Background: an optimization exercise with open tools, aiming at small area and a short achievable clock period. Do not read the settings as production practice.
Only simulation tests tie the RTL to the original design; equivalence was not proved.
No driver is modelled on the clock port, so clock power and skew are understated where the tree is cut down; a real chip needs a root buffer or a tree.
Power figures rest on the tool's default switching activity, not on a simulated workload.

== red ==
==> flow/design.v <==
module fifo_32_pre(
	input [4:0] cnt,
	output [4:0] cntInc,
	output [4:0] cntDec,
	output eq2,
	output eq30
	);
	assign cntInc = cnt + 5'd1;
	assign cntDec = cnt - 5'd1;
	assign eq2 = (cnt == 5'd2);
	assign eq30 = (cnt == 5'd30);
endmodule
module fifo_32_nand4(
	input a,
	input b,
	input c,
	input d,
	output y
	);
	assign y = ~(a & b & c & d);
endmodule
module fifo_32_nor2(
	input a,
	input b,
	output y
	);
	assign y = ~(a | b);
endmodule
module fifo_32_ao22(
	input a,
	input b,
	input c,
	input d,
	output y
	);
	assign y = (a & b) | (c & d);
endmodule
module fifo_32_aoi21(
	input a,
	input b,
	input c,
	output y
	);
	assign y = ~((a & b) | c);
endmodule
module fifo_32_aoi22(
	input a,
	input b,
	input c,
	input d,
	output y
	);
	assign y = ~((a & b) | (c & d));
endmodule
module fifo_32_nand3(
	input a,
	input b,
	input c,
	output y
	);
	assign y = ~(a & b & c);
endmodule
module fifo_32_ao221(
	input a,
	input b,
	input c,
	input d,
	input e,
	output y
	);
	assign y = (a & b) | (c & d) | e;
endmodule
module fifo_32_and3b(
	input a,
	input b,
	input c,
	output y
	);
	assign y = a & b & ~c;
endmodule
module fifo_32_and3(
	input a,
	input b,
	input c,
	output y
	);
	assign y = a & b & c;
endmodule
module fifo_32(
	clock,
	reset,
	write,
	datain,
	read,
	dataout,
	full,
	empty
	);
	input clock;
	input reset;
	input write, read;
	input [7:0] datain;
	output [7:0] dataout;
	output full, empty;
	reg [255:0] buffer;
	reg [3:0] wLo;
	reg [7:0] wHi;
	reg [31:0] rSel;
	reg [4:0] cnt;
	reg fullR, emptyR, nFull, nEmpty, aeR, afR;
	reg [7:0] dataoutReg;
	assign dataout = dataoutReg;
	assign full = fullR;
	assign empty = emptyR;
	wire writeEn = write & nFull;
	wire readEn = read & nEmpty;
	wire [4:0] cntInc, cntDec;
	wire eq2, eq30;
	fifo_32_pre u_pre(
		.cnt(cnt), .cntInc(cntInc), .cntDec(cntDec),
		.eq2(eq2), .eq30(eq30));
	wire wAdv = writeEn & ~reset;
	wire wHold = ~writeEn & ~reset;
	wire wWrap = writeEn & wLo[3];
	wire wHiAdv = wWrap & ~reset;
	wire wHiHold = ~wWrap & ~reset;
	wire [3:0] wLoNext;
	wire [7:0] wHiNext;
	wire [7:0] wHiF = wHi & {8{nFull}};
	genvar g, b;
	generate
		for (g = 0; g < 4; g = g + 1) begin : gwlo
			wire ring;
			fifo_32_ao22 u_s(
				.a(wAdv), .b(wLo[(g + 3) % 4]),
				.c(wHold), .d(wLo[g]), .y(ring));
			if (g == 0) begin : g0
				assign wLoNext[g] = ring | reset;
			end else begin : gn
				assign wLoNext[g] = ring;
			end
		end
		for (g = 0; g < 8; g = g + 1) begin : gwhi
			wire ring;
			fifo_32_ao22 u_s(
				.a(wHiAdv), .b(wHi[(g + 7) % 8]),
				.c(wHiHold), .d(wHi[g]), .y(ring));
			if (g == 0) begin : g0
				assign wHiNext[g] = ring | reset;
			end else begin : gn
				assign wHiNext[g] = ring;
			end
		end
	endgenerate
	always @(posedge clock) begin
		wLo <= wLoNext;
		wHi <= wHiNext;
	end
	wire [31:0] rowWe, rowWeN;
	wire [255:0] bufferNext;
	generate
		for (g = 0; g < 32; g = g + 1) begin : gwe
			fifo_32_and3 u_we(.a(write), .b(wLo[g % 4]), .c(wHiF[g / 4]), .y(rowWe[g]));
			fifo_32_nand3 u_wen(.a(write), .b(wLo[g % 4]), .c(wHiF[g / 4]), .y(rowWeN[g]));
			for (b = 0; b < 8; b = b + 1) begin : gbit
				fifo_32_ao22 u_d(
					.a(rowWe[g]), .b(datain[b]),
					.c(rowWeN[g]), .d(buffer[8*g + b]),
					.y(bufferNext[8*g + b]));
			end
		end
	endgenerate
	always @(posedge clock) begin
		buffer <= bufferNext;
	end
	wire [8*16-1:0] pairN;
	wire [8*4-1:0] oct;
	wire [8*2-1:0] halfN;
	wire readOkN = ~(read & nEmpty & ~reset);
	wire [7:0] dataoutNext;
	generate
		for (b = 0; b < 8; b = b + 1) begin : gbitr
			for (g = 0; g < 16; g = g + 1) begin : gpair
				fifo_32_aoi22 u_p(
					.a(buffer[16*g + b]), .b(rSel[2*g]),
					.c(buffer[16*g + 8 + b]), .d(rSel[2*g+1]),
					.y(pairN[8*g + b]));
			end
			for (g = 0; g < 4; g = g + 1) begin : goct
				fifo_32_nand4 u_o(
					.a(pairN[32*g + b]), .b(pairN[32*g + 8 + b]),
					.c(pairN[32*g + 16 + b]), .d(pairN[32*g + 24 + b]),
					.y(oct[8*g + b]));
			end
			for (g = 0; g < 2; g = g + 1) begin : ghalf
				fifo_32_nor2 u_h(
					.a(oct[16*g + b]), .b(oct[16*g + 8 + b]),
					.y(halfN[8*g + b]));
			end
			fifo_32_aoi21 u_d(.a(halfN[b]), .b(halfN[8 + b]), .c(readOkN), .y(dataoutNext[b]));
		end
	endgenerate
	wire rAdv, rHold;
	fifo_32_and3b u_radv(.a(read), .b(nEmpty), .c(reset), .y(rAdv));
	fifo_32_aoi21 u_rhold(.a(read), .b(nEmpty), .c(reset), .y(rHold));
	wire [31:0] rSelNext;
	generate
		for (g = 0; g < 32; g = g + 1) begin : gsel
			if (g == 0) begin : g0
				fifo_32_ao221 u_s(
					.a(rAdv), .b(rSel[31]), .c(rHold), .d(rSel[0]), .e(reset),
					.y(rSelNext[0]));
			end else begin : gn
				fifo_32_ao22 u_s(
					.a(rAdv), .b(rSel[g - 1]), .c(rHold), .d(rSel[g]),
					.y(rSelNext[g]));
			end
		end
	endgenerate
	always @(posedge clock) begin
		rSel <= rSelNext;
		dataoutReg <= dataoutNext;
	end
	wire onlyW = writeEn & ~readEn;
	wire onlyR = readEn & ~writeEn;
	wire emptyNext = ~writeEn & (~nEmpty | (read & aeR));
	wire fullNext = ~readEn & (~nFull | (write & afR));
	always @(posedge clock) begin
		if (reset) begin
			cnt <= 5'd0;
			fullR <= 1'b0;
			nFull <= 1'b1;
			emptyR <= 1'b1;
			nEmpty <= 1'b0;
			aeR <= 1'b0;
			afR <= 1'b0;
		end
		else begin
			if (onlyW) cnt <= cntInc;
			else if (onlyR) cnt <= cntDec;
			emptyR <= emptyNext;
			nEmpty <= ~emptyNext;
			fullR <= fullNext;
			nFull <= ~fullNext;
			if (onlyW) begin
				aeR <= ~nEmpty;
				afR <= eq30;
			end
			else if (onlyR) begin
				aeR <= eq2;
				afR <= ~nFull;
			end
		end
	end
endmodule
Settings: LEC_CHECK=0, CAP_MARGIN=20, CORE_MARGIN=2, CORE_UTILIZATION=60, SETUP_SLACK_MARGIN=2.1, SLEW_MARGIN=20, SYNTH_HIERARCHICAL=1; clock period 3.5 ns.
standard.sh (not shown) runs the stock make flow with config.mk's settings and CLKGATE_MAP_FILE= SYNTH_SCRIPT=/design/flow/synth_recipe.tcl, a recipe that flattens the netlist after the stock synthesis.
==> flow/flow/run.sh <==
#!/bin/bash
# Standard layout (the standard.sh) with these changes:
#  - flow/fp_pre.tcl sets the synthesised combinational cells to drive
#    strength 1 before floorplanning (the resizer upsizes what timing needs);
#  - port buffers are buf_2 (the default choice is a slow delay cell);
#  - the clock tree is built without dummy loads, from larger sink clusters;
#  - flow/cts_pre.tcl then removes the middle level of the clock tree, so the
#    root buffer drives the leaf buffers directly (every register still sees
#    two buffers from the clock port, balanced), and splits the root into one
#    root buffer per quadrant, each driven by the clock port.
set -uo pipefail
HERE=$(pwd)
bash standard.sh "BUFFER_PORTS_ARGS=-buffer_cell sky130_fd_sc_hd__buf_2" \
  "PRE_FLOORPLAN_TCL=$HERE/flow/fp_pre.tcl" \
  "PRE_CTS_TCL=$HERE/flow/cts_pre.tcl" \
  "CTS_ARGS=-sink_clustering_enable -repair_clock_nets -dont_use_dummy_load -sink_clustering_size 30 -sink_clustering_max_diameter 100 -buf_list sky130_fd_sc_hd__clkbuf_16" \
  finish > make_finish.log 2>&1
Other scripts of this flow, unchanged in this note and not shown: flow/flow/cts_pre.tcl, flow/flow/fp_pre.tcl
Modified inputs, blue compared to red
diff --git a/flow/design.v b/flow/design.v
--- a/flow/design.v
+++ b/flow/design.v
@@ -59,24 +59,6 @@
 	output y
 	);
 	assign y = ~(a & b & c);
-endmodule
-module fifo_32_ao221(
-	input a,
-	input b,
-	input c,
-	input d,
-	input e,
-	output y
-	);
-	assign y = (a & b) | (c & d) | e;
-endmodule
-module fifo_32_and3b(
-	input a,
-	input b,
-	input c,
-	output y
-	);
-	assign y = a & b & ~c;
 endmodule
 module fifo_32_and3(
 	input a,
@@ -200,20 +182,19 @@
 			fifo_32_aoi21 u_d(.a(halfN[b]), .b(halfN[8 + b]), .c(readOkN), .y(dataoutNext[b]));
 		end
 	endgenerate
-	wire rAdv, rHold;
-	fifo_32_and3b u_radv(.a(read), .b(nEmpty), .c(reset), .y(rAdv));
-	fifo_32_aoi21 u_rhold(.a(read), .b(nEmpty), .c(reset), .y(rHold));
+	wire rAdv = readEn & ~reset;
+	wire rHold = ~readEn & ~reset;
 	wire [31:0] rSelNext;
 	generate
 		for (g = 0; g < 32; g = g + 1) begin : gsel
+			wire ring;
+			fifo_32_ao22 u_s(
+				.a(rAdv), .b(rSel[(g + 31) % 32]),
+				.c(rHold), .d(rSel[g]), .y(ring));
 			if (g == 0) begin : g0
-				fifo_32_ao221 u_s(
-					.a(rAdv), .b(rSel[31]), .c(rHold), .d(rSel[0]), .e(reset),
-					.y(rSelNext[0]));
+				assign rSelNext[g] = ring | reset;
 			end else begin : gn
-				fifo_32_ao22 u_s(
-					.a(rAdv), .b(rSel[g - 1]), .c(rHold), .d(rSel[g]),
-					.y(rSelNext[g]));
+				assign rSelNext[g] = ring;
 			end
 		end
 	endgenerate
==> notes.md <==
Compared with red, blue shows wire length of the first global-routing pass higher by about 3.7%. Vias: blue below red. For clock sink count, red and blue come out practically identical. On met2 track demand over resource: blue sits above red. blue: total inserted antenna cells is 1 higher than what red reported. From red to blue the numbers moved as follows: worst clock skew has decreased, combinational share of power has remained practically unchanged, final HPWL from detailed placement has increased.

[separate check: timing with driven ports]
The flow's constraints put no driver on any port. The routed layouts listed below were extracted and timed again, unchanged, in two steps.
Step 1 assumes that a clkbuf_16 drives the clock port and a buf_2 every other input.
Step 2 times the ports against the registers' clock, not the clock port: input delays grow and output delays shrink by t, the midpoint of the rising clock arrivals with the driver on.
Three values: no drivers, after step 1, after step 2; two values: the first two.
run | t, ns | setup slack, ns | slew at the worst register clock pin (ns) | worst slew at a driven data input, ns | cell pins on the clock port's net
red | 0.401 | 2.030 / 1.936 / 1.602 | 0.12 / 0.12 | 0.22 | 4
blue | 0.400 | 2.036 / 1.937 / 1.675 | 0.11 / 0.11 | 0.17 | 4
After both steps setup and hold are still met in every run listed. For red, which loses most, drivers alone change the setup slack by -0.094 ns; drivers and shift together by -0.428 ns.
